This design comes from an exercise in tuning for small area on the open sky130 flow, not from production work. Function was checked by simulation only, so behaviour that the tests miss may differ from the original. Power figures rest on the tool's default switching activity, not on a simulated workload.

## flow/flow/run.sh

```bash
#!/bin/bash
# The standard layout (standard.sh) with three changes:
#  - the port buffers are the smallest buffer cell (buf_1);
#  - the clock tree is built from small clock buffers in larger sink clusters, without
#    dummy loads;
#  - global placement and placement repair buffer high-fanout nets with the small buffers
#    only (flow/small_bufs.tcl, sourced before those two steps).
# make's output goes to flow_make.log; each ORFS step also keeps its own log under orfs/logs/.
set -euo pipefail
here=$(pwd)
bash standard.sh \
  "BUFFER_PORTS_ARGS=-buffer_cell sky130_fd_sc_hd__buf_1" \
  "CTS_ARGS=-sink_clustering_enable -repair_clock_nets -dont_use_dummy_load -sink_clustering_size 10 -sink_clustering_max_diameter 50 -buf_list {sky130_fd_sc_hd__clkbuf_4}" \
  "PRE_GLOBAL_PLACE_TCL=$here/flow/small_bufs.tcl" \
  "PRE_RESIZE_TCL=$here/flow/small_bufs.tcl" \
  finish > flow_make.log 2>&1
```

## flow/constraint.sdc

```tcl
create_clock -name core_clock -period 5.0 [get_ports {clk}]
set_input_delay 1.0000 -clock core_clock [delete_from_list [all_inputs] [get_ports {clk}]]
set_output_delay 1.0000 -clock core_clock [all_outputs]
set_load 0.01 [all_outputs]
```

## flow/design.v

```verilog
module fifo #(parameter WIDTH=64, parameter DEPTH=8)(
    input clk,
    input res_n,
    input shift_in,
    input shift_out,
    input [WIDTH-1:0] data_in,
    output full,
    output empty,
    output [WIDTH-1:0] data_out
    );
    reg [3:0] cnt;
    reg [WIDTH-1:0] mem [0:DEPTH-1];
    assign full  = cnt[3];
    assign empty = ~(|cnt);
    wire pop  = shift_out & ~empty;
    wire push = shift_in & (~empty ? (~full | shift_out) : ~shift_out);
    wire grow   = push & ~pop;
    wire shrink = pop & ~push;
    wire [3:0] tog;
    assign tog[0] = grow | shrink;
    assign tog[1] = tog[0] & (cnt[0] ~^ grow);
    assign tog[2] = tog[1] & (cnt[1] ~^ grow);
    assign tog[3] = tog[2] & (cnt[2] ~^ grow);
    always @(posedge clk or negedge res_n) begin
        if (~res_n)
            cnt <= 4'd0;
        else
            cnt <= cnt ^ tog;
    end
    integer k;
    always @(posedge clk)
        if (push) begin
            mem[0] <= data_in;
            for (k = 1; k < DEPTH; k = k + 1)
                mem[k] <= mem[k-1];
        end
    wire [DEPTH-1:0] sel;
    genvar g;
    generate
        for (g = 0; g < DEPTH; g = g + 1) begin : dec
            if (g == DEPTH - 1)
                assign sel[g] = cnt[3];
            else
                assign sel[g] = (cnt[2:0] == g + 1);
        end
    endgenerate
    generate
        for (g = 0; g < WIDTH; g = g + 1) begin : rm
            fifo_rmux u (.sel(sel),
                .d({mem[7][g], mem[6][g], mem[5][g], mem[4][g], mem[3][g], mem[2][g], mem[1][g], mem[0][g]}),
                .y(data_out[g]));
        end
    endgenerate
endmodule
module fifo_rmux (
    input  [7:0] sel,
    input  [7:0] d,
    output       y
);
    wire n0, n1;
    fifo_aoi222 g0 (.a(d[0]), .b(sel[0]), .c(d[1]), .d(sel[1]), .e(d[2]), .f(sel[2]), .y(n0));
    fifo_aoi222 g1 (.a(d[3]), .b(sel[3]), .c(d[4]), .d(sel[4]), .e(d[5]), .f(sel[5]), .y(n1));
    assign y = ~(n0 & n1) | (d[6] & sel[6]) | (d[7] & sel[7]);
endmodule
module fifo_aoi222 (input a, b, c, d, e, f, output y);
    assign y = ~((a & b) | (c & d) | (e & f));
endmodule
```

## flow/flow/small_bufs.tcl

```tcl
# keep the resizer's buffering to the small buffers
set_dont_use [get_lib_cells {sky130_fd_sc_hd__buf_6 sky130_fd_sc_hd__buf_8 sky130_fd_sc_hd__buf_12 sky130_fd_sc_hd__buf_16 sky130_fd_sc_hd__bufbuf_8 sky130_fd_sc_hd__bufbuf_16}]
```

## flow/config.mk

```make
export PLATFORM = sky130hd
export DESIGN_NAME = fifo
export DESIGN_NICKNAME = fifo
export VERILOG_FILES = /design/flow/design.v
export SDC_FILE = /design/flow/constraint.sdc
export NUM_CORES = 4
export LEC_CHECK = 0
export CAP_MARGIN = 20
export CORE_MARGIN = 2
export CORE_UTILIZATION = 60
export SLEW_MARGIN = 20
export SYNTH_HIERARCHICAL = 1
export SYNTH_MINIMUM_KEEP_SIZE = 0
```

## flow/standard.sh

```bash
#!/bin/bash
# synth_recipe.tcl (not shown) runs the flow's synth.tcl, then flattens the netlist and writes it again
# the make line also repeats each setting of config.mk as NAME=value (left out here)
make -C /OpenROAD-flow-scripts/flow DESIGN_CONFIG=/design/flow/config.mk WORK_HOME=/design/flow/orfs CLKGATE_MAP_FILE= SYNTH_SCRIPT=/design/flow/synth_recipe.tcl "${@:-finish}"
```

==> summary.md, run 1 <==
| Metric | Value |
|---|---|
| Syn Std Cell Area | `17,800 um^2` |
| Final Core Density | `66.9%` |
| Count of final max-slew check failures | `0` |
| Max Cap Viol | `0` |
| I/O pin cnt | `around 130` |
| Post_cts resized | `0` |
| DRT iter0 DRCs | `1,619` |
| Crit-path max FO | `26` |
| Power Dens Cells | `563 nW/um^2` |
| DR vias | `~9,600` |
| Period utilisation layout | `83.6%` |
| Filler cells | `slightly below 2,000` |
| Synth top area share | `between 80% and 90%` |
| First-pass GRT wire length | `55,500 um` |
| Tmin final | `roughly 4.2 ns` |
| Hold-fix buffers, CTS | `0` |
| Outcome | `timing/DRC/antenna clean` |
| Pre-Repair DR Iteration Count | `12` |
| Placement Cell Area | `between 15,000 and 20,000 um^2` |
| Avg Inst Size Synth | `approximately 22 um^2` |
| Worst Setup End Kind | `output port` |
| Die Wd | `approximately 180 um` |
| GRT overflow | `0` |
| CTS tree | `done` |
| Clock Latency Late Sink | `0.73 ns` |
| Max VDD drop | `0.297 mV` |
| Post-Synthesis Cells | `803` |
| Fraction of layout cells with a size suffix above 1 | `8.97%` |
| Post-DP HPWL | `roughly 20,000 um` |
| Gp weighted congestion | `approximately 0.74` |
| Post-CTS Setup Bufs | `0` |
| Kind of critical path | `register to output port` |
| Async SR Flop Fraction | `less than 1%` |
| Fin. Hold Viols | `0` |
| Total GRT Usage | `approximately a quarter` |
| Root buf cell | `clkbuf_4` |
| Synth unique cells | `23` |
| Largest net degree at the start of global routing | `a little over 70` |
| Ranking of synthesized cells by area | `edfxtp_1 (87%), a222oi_1 (7.2%), a22oi_1 (2.7%), nand3_1 (1.8%), dfrtp_1 (0.56%)` |
| Total wire length | `roughly 36,000 um` |
| Yosys top cell by area | `edfxtp_1` |
| Most instantiated cells after synthesis | `edfxtp_1 (512), a222oi_1 (128), nand3_1 (65)` |
| EDFF count, synth | `512` |
| Fin area | `~19,000 um^2` |
| Vias in the first global route | `between 9,000 and 10,000` |
| Most common cell in the netlist | `edfxtp_1` |
| RSZ-0062 raised after global routing | `false` |
| Clk slew on worst S/H paths | `0.11 ns` |
| Longest Clk Path Bufs | `3` |
| WP data required | `about 4.0 ns` |
| P_leak | `6.11 nW` |
| Synth Net Count | `just under 900` |
| Sequential area share after synthesis | `between 80% and 90%` |
| Ys flop type | `edfxtp_1` |
| Fmax | `around 240 MHz` |
| Row cnt | `62` |
| Die area | `31,000 um^2` |
| Initial antenna violation count | `1` |
| Final #Nets | `around 1,100` |
| Detail-routed via count per cell | `6.82` |
| Core ar. | `28,900 um^2` |
| Flops & latches, synth | `516` |
| # setup viols final | `0` |
| DRC viols | `0` |
| Initial Util | `between 60 and 70%` |
| Setup Skew | `between 0.04 and 0.05 ns` |
| Routed WL per cell | `between 20 and 30 um` |
| CTS Sinks | `slightly above 500` |
| CP startpoint kind | `register` |
| Antenna violation net count after detailed routing | `0` |
| H-tree levels | `2` |
| Slew @ Worst Pin | `around 1.0 ns` |
| Relative slew slack | `a little under a third` |
| Worst hold-check path type | `primary input to async pin` |
| Yosys warnings | `8` |
| Layout area overhead | `9.03%` |
| Port buffer count | `133` |
| Worst endpoint data arrival time | `3.18 ns` |
| Die Height | `176 um` |
| CTS Buf Count | `slightly below 60` |
-- worst max-delay path, cell delays in order (launching register included) --
cell,delay [ns]
dfrtp_1,0.64
and3b_2,0.80
buf_2,0.50
a222oi_1,0.18
nand3_1,0.16
buf_1,0.18
-- where the power goes --
group	total, mW	switching, mW	internal (mW)
clock network	1.75	1.22	0.531
logic	2.84	1.93	0.912
registers	6.31	0.511	5.79
total	10.9	3.66	7.24
-- final cells by class --
class                           count  area (um^2)  area share (%)
Multi-Input combinational cell    283         2320            12.0
Clock buffer                       58          435            2.25
Tap cell                          384          480            2.48
Antenna cell                        1         2.50          0.0129
Timing Repair Buffer              157          646            3.33
Sequential cell                   516        15500            79.9
Inverter                            1         3.75          0.0194
-- modules after synthesis, one instance, submodules excluded --
module / area, um^2 / flops+latches
fifo_aoi222: 10.0 / 0
fifo_rmux: 12.5 / 0
fifo: 15700 / 516
-- stage by stage --
stage          total power, mW  instances  setup TNS [ns]  hold slack [ns]  setup slack [ns]
4_1_cts                   11.0       1399               0           0.0826             0.812
2_1_floorplan             8.11        803        -2229.75            0.426             -5.07
3_5_place_dp              9.25       1341               0            0.434              1.61
6_report                  10.9       1400               0            0.133             0.822
3_3_place_gp              9.13       1341               0            0.430              1.72
5_1_grt                   11.4       1400               0            0.107             0.681
-- cell families (layout without fill, tap and decap cells) --
| family | after synthesis | after routing | synth area share, % |
|---|---|---|---|
| AND/OR/NAND/NOR | 81 | 81 | 2.41 |
| adder cells (fa/ha/maj) | 1 | 1 | 0.0704 |
| AO/OA/AOI/OAI | 196 | 196 | 10.1 |
| XOR/XNOR | 5 | 5 | 0.247 |
| buffers and inverters | 4 | 216 | 0.0916 |
| flip-flops | 516 | 516 | 87.1 |
| other | 0 | 1 | 0 |
-- placed cells by master, fill, tap and decap left out, drive strengths merged --
cell	netlist	routed
edfxtp	512	512
buf	1	157
a222oi	128	128
nand3	65	65
a22oi	64	64
clkbuf	2	58
nor3b	4	4
dfrtp	4	4
nor2	4	4
xor2	3	3
or3	2	2
xnor2	2	2
and3b	2	2
o21ai	2	2
a21oi	2	2
diode	0	1
inv	1	1
nand2	1	1
and3	1	1
nand4	1	1
or4	1	1
ha	1	1
-- path summary, 6_finish.rpt --
check                                     from  depth (start not counted)              endpoint  slack, ns
max reg2reg                   cnt[3]$_DFF_PN0_                          4  mem[7][46]$_DFFE_PP_       1.72
max                           cnt[1]$_DFF_PN0_                          5          data_out[42]       0.82
max in group asynchronous                res_n                          1      cnt[3]$_DFF_PN0_       4.59
min                                      res_n                          1      cnt[2]$_DFF_PN0_       0.13
min in group core_clock    mem[5][0]$_DFFE_PP_                          0   mem[6][0]$_DFFE_PP_       0.41
min reg2reg                mem[5][0]$_DFFE_PP_                          0   mem[6][0]$_DFFE_PP_       0.41
-- routing by layer --
metal  routed length [um]  global-route usage [%]  vias up
met5                    0                       0        -
met4                  724                    6.40        0
met3                 3230                    3.88       66
met2                17400                    36.8      570
met1                14800                    34.4     4817
li1                     -                       -     4101
-- sequential cells by signal (all words and copies together) (netlist names) --
| register | flops |
|---|---|
| mem | 512 |
| cnt | 4 |
==> run 2, diff against run 1 <==
--- a/flow/flow/run.sh
+++ b/flow/flow/run.sh
@@ -10,7 +10,7 @@
 here=$(pwd)
 bash standard.sh \
   "BUFFER_PORTS_ARGS=-buffer_cell sky130_fd_sc_hd__buf_1" \
-  "CTS_ARGS=-sink_clustering_enable -repair_clock_nets -dont_use_dummy_load -sink_clustering_size 10 -sink_clustering_max_diameter 50 -buf_list {sky130_fd_sc_hd__clkbuf_4}" \
+  "CTS_ARGS=-sink_clustering_enable -repair_clock_nets -dont_use_dummy_load -sink_clustering_size 11 -sink_clustering_max_diameter 70 -buf_list {sky130_fd_sc_hd__clkbuf_4}" \
   "PRE_GLOBAL_PLACE_TCL=$here/flow/small_bufs.tcl" \
   "PRE_RESIZE_TCL=$here/flow/small_bufs.tcl" \
   finish > flow_make.log 2>&1
==> summary.md, run 2 <==
| Metric | Value |
|---|---|
| Row cnt | `62 (unchanged)` |
| Port buffer count | `133 (unchanged)` |
| Final #Nets | `1,080 (was 1,086)` |
| Tmin final | `4.19 ns (was 4.18 ns)` |
| GRT overflow | `0 (unchanged)` |
| CP startpoint kind | `register (unchanged)` |
| Yosys top cell by area | `edfxtp_1 (unchanged)` |
| Kind of critical path | `register to output port (unchanged)` |
| WP data required | `4.00 ns (about the same)` |
| Post-Synthesis Cells | `803 (unchanged)` |
| Layout area overhead | `8.78% (was 9.03%)` |
| CTS Buf Count | `52 (was 58)` |
| Synth unique cells | `23 (unchanged)` |
| Initial Util | `61.4% (unchanged)` |
| Flops & latches, synth | `516 (unchanged)` |
| CTS tree | `done (unchanged)` |
| Post-DP HPWL | `19,900 um (unchanged)` |
| Total wire length | `36,300 um (was 36,100 um)` |
| Fin. Hold Viols | `0 (unchanged)` |
| DRC viols | `0 (unchanged)` |
| Routed WL per cell | `26.0 um (was 25.8 um)` |
| Async SR Flop Fraction | `0.775% (unchanged)` |
| Die area | `31,000 um^2 (unchanged)` |
| Largest Register | `mem (unchanged)` |
| Pre-Repair DR Iteration Count | `10 (was 12)` |
| Yosys warnings | `8 (unchanged)` |
| DR vias | `9,526 (was 9,554)` |
| Setup Skew | `0.0368 ns (was 0.0431 ns)` |
| Count of final max-slew check failures | `0 (unchanged)` |
| DRT iter0 DRCs | `1,615 (was 1,619)` |
| DP Cell Count | `1,341 (unchanged)` |
| Sequential area share after synthesis | `87.1% (unchanged)` |
| Hold_ws | `0.125 ns (was 0.133 ns)` |
| Detail-routed via count per cell | `6.83 (was 6.82)` |
| Max reg flops | `512 (unchanged)` |
| Footprint of the multi-input gates | `2320 um^2 (unchanged)` |
| Vias in the first global route | `9,472 (was 9,516)` |
| H-tree levels | `2 (unchanged)` |
| Reg area | `15,500 um^2 (unchanged)` |
| CTS Sinks | `516 (unchanged)` |
| Antenna violation net count after detailed routing | `0 (unchanged)` |
| Crit-path max FO | `26 (unchanged)` |
| Outcome | `timing/DRC/antenna clean (unchanged)` |
| Core ar. | `28,900 um^2 (unchanged)` |
| Fraction of layout cells with a size suffix above 1 | `8.42% (was 8.97%)` |
| Hold-fix buffers, CTS | `0 (unchanged)` |
| Post-CTS Setup Bufs | `0 (unchanged)` |
| Max VDD drop | `0.280 mV (was 0.297 mV)` |
| Initial antenna violation count | `1 (unchanged)` |
| Most common cell after layout, fill and taps aside | `edfxtp_1 (unchanged)` |
| Max Cap Viol | `0 (unchanged)` |
| Synth Net Count | `872 (unchanged)` |
| Syn Std Cell Area | `17,800 um^2 (unchanged)` |
| Longest Clk Path Bufs | `3 (unchanged)` |
| Power Dens Cells | `561 nW/um^2 (was 563 nW/um^2)` |
| Synth top area share | `86.6% (unchanged)` |
| Slew @ Worst Pin | `1.03 ns (about the same)` |
| Avg Inst Size Synth | `22.1 um^2 (unchanged)` |
| Clock Latency Late Sink | `0.72 ns (was 0.73 ns)` |
| Gp weighted congestion | `0.744 (unchanged)` |
| Final Core Density | `66.8% (was 66.9%)` |
| Ys flop type | `edfxtp_1 (unchanged)` |
| Filler cells | `1,959 (was 1,941)` |
| Largest net degree at the start of global routing | `72 (unchanged)` |
| Post_cts resized | `0 (unchanged)` |
| Most common cell in the netlist | `edfxtp_1 (unchanged)` |
| Period utilisation layout | `83.8% (was 83.6%)` |
| Final Non-Filler Cells | `1,394 (was 1,400)` |
| EDFF count, synth | `512 (unchanged)` |
| Die Wd | `176 um (unchanged)` |
| Ranking of synthesized cells by area | `edfxtp_1 (87%), a222oi_1 (7.2%), a22oi_1 (2.7%), nand3_1 (1.8%), dfrtp_1 (0.56%) (unchanged)` |
| Total GRT Usage | `23.3% (about the same)` |
| Worst hold-check path type | `primary input to async pin (unchanged)` |
| # setup viols final | `0 (unchanged)` |
| Worst Setup End Kind | `output port (unchanged)` |
| Die Height | `176 um (unchanged)` |
| Fmax | `239 MHz (about the same)` |
| Critical path cell sequence | `and3b_2 -> buf_2 -> a222oi_1 -> nand3_1 -> buf_1 (unchanged)` |
| Most frequent cells in the layout | `edfxtp_1 (512), buf_1 (136), a222oi_1 (128), nand3_1 (65), a22oi_1 (64) (unchanged)` |
| Most instantiated cells after synthesis | `edfxtp_1 (512), a222oi_1 (128), nand3_1 (65) (unchanged)` |
| Slowest-stage cell, CP | `and3b_2 (unchanged)` |
| RSZ-0062 raised after global routing | `false (unchanged)` |
| Relative slew slack | `31.1% (was 31.7%)` |
| Root buf cell | `clkbuf_4 (unchanged)` |
| Slowest Stage Delay on Critical Path | `0.81 ns (was 0.80 ns)` |
| Clk slew on worst S/H paths | `0.11 ns (about the same)` |
| Worst endpoint data arrival time | `3.19 ns (was 3.18 ns)` |
| I/O pin cnt | `134 (unchanged)` |
| P_leak | `6.08 nW (was 6.11 nW)` |
| First-pass GRT wire length | `55,400 um (was 55,500 um)` |
| Largest regs | `mem: 512 flops, cnt: 4 flops (unchanged)` |
## run 2: cell counts after synthesis
No cell type changed its count.
## run 2: area by class of cell
class	count	area share [%]
Clock buffer	52	2.02
Multi-Input combinational cell	283	12.0
Tap cell	384	2.49
Sequential cell	516	80.1
Timing Repair Buffer	157	3.34
Antenna cell	1	0.0130
Inverter	1	0.0194
## run 2: Yosys stat by module, one instance, submodules excluded
module       flip-flops and latches  area [um^2]
fifo                            516        15700
fifo_rmux                         0         12.5
fifo_aoi222                       0         10.0
## run 2: cells by family (layout without fill, tap and decap cells)
family	Yosys count	in the layout	synth area share, %
other	0	1	0
flip-flops	516	516	87.1
AO/OA/AOI/OAI	196	196	10.1
XOR/XNOR	5	5	0.247
AND/OR/NAND/NOR	81	81	2.41
buffers and inverters	4	210	0.0916
adder cells (fa/ha/maj)	1	1	0.0704
## run 2: stage by stage
step	setup slack [ns]	instance area (um^2)	TNS, ns	total power [mW]
4_1_cts	0.803	19300	0	10.9
5_1_grt	0.670	19300	0	11.4
6_report	0.808	19300	0	10.8
2_1_floorplan	-5.07	17800	-2229.75	8.11
3_5_place_dp	1.61	18900	0	9.25
3_3_place_gp	1.72	18900	0	9.13
## run 2: layer usage
| metal | up-vias | share of wire (%) | track usage [%] |
|---|---|---|---|
| met5 | - | 0 | 0 |
| met4 | 0 | 1.8 | 6.37 |
| met3 | 64 | 9.2 | 4.29 |
| met2 | 541 | 48 | 36.5 |
| met1 | 4825 | 41 | 34.4 |
| li1 | 4096 | - | - |
## run 2: final timing paths
kind | to | slack, ns | depth (start not counted) | startpoint
max in group asynchronous | cnt[3]$_DFF_PN0_ | 4.61 | 1 | res_n
min reg2reg | mem[7][0]$_DFFE_PP_ | 0.45 | 0 | mem[6][0]$_DFFE_PP_
min in group core_clock | mem[0][22]$_DFFE_PP_ | 0.44 | 1 | data_in[22]
max reg2reg | mem[3][50]$_DFFE_PP_ | 1.68 | 4 | cnt[3]$_DFF_PN0_
min | cnt[1]$_DFF_PN0_ | 0.12 | 1 | res_n
max | data_out[42] | 0.81 | 5 | cnt[1]$_DFF_PN0_
## run 2: critical path, delay by kind of cell, from the launching register on
family / cells / cell delay [ns]
compound gates: 1 / 0.18
buf+inv: 2 / 0.68
simple gates: 2 / 0.97
flops: 1 / 0.63
## run 2: report_power, final
group	switching [mW]	total [mW]	leakage (nW)	internal (mW)
clock	1.21	1.69	0.239	0.479
sequential	0.512	6.31	4.92	5.79
combinational	1.93	2.85	0.917	0.912

-- afterwards: timing with drivers on the ports --
How much do the figures lean on ideal ports? The routed layouts below were timed once more, with nothing changed but the port constraints. Step 1: set_driving_cell puts a clkbuf_16 on clk and a buf_2 on each other input, an assumption about the parent block. Step 2, shift: input delay + t, output delay - t, t = (earliest + latest rising clock arrival at the registers) / 2. This alone moves slack from input paths to output paths. Three values: ideal, step 1, step 2; two values: the first two.
run	t (ns)	setup slack, ns	clock arrival spread, ns
run 1	0.746	0.822 / 0.781 / 1.526	0.046 / 0.047
run 2	0.748	0.808 / 0.764 / 1.512	0.042 / 0.042
After both steps every run listed still meets setup and hold.
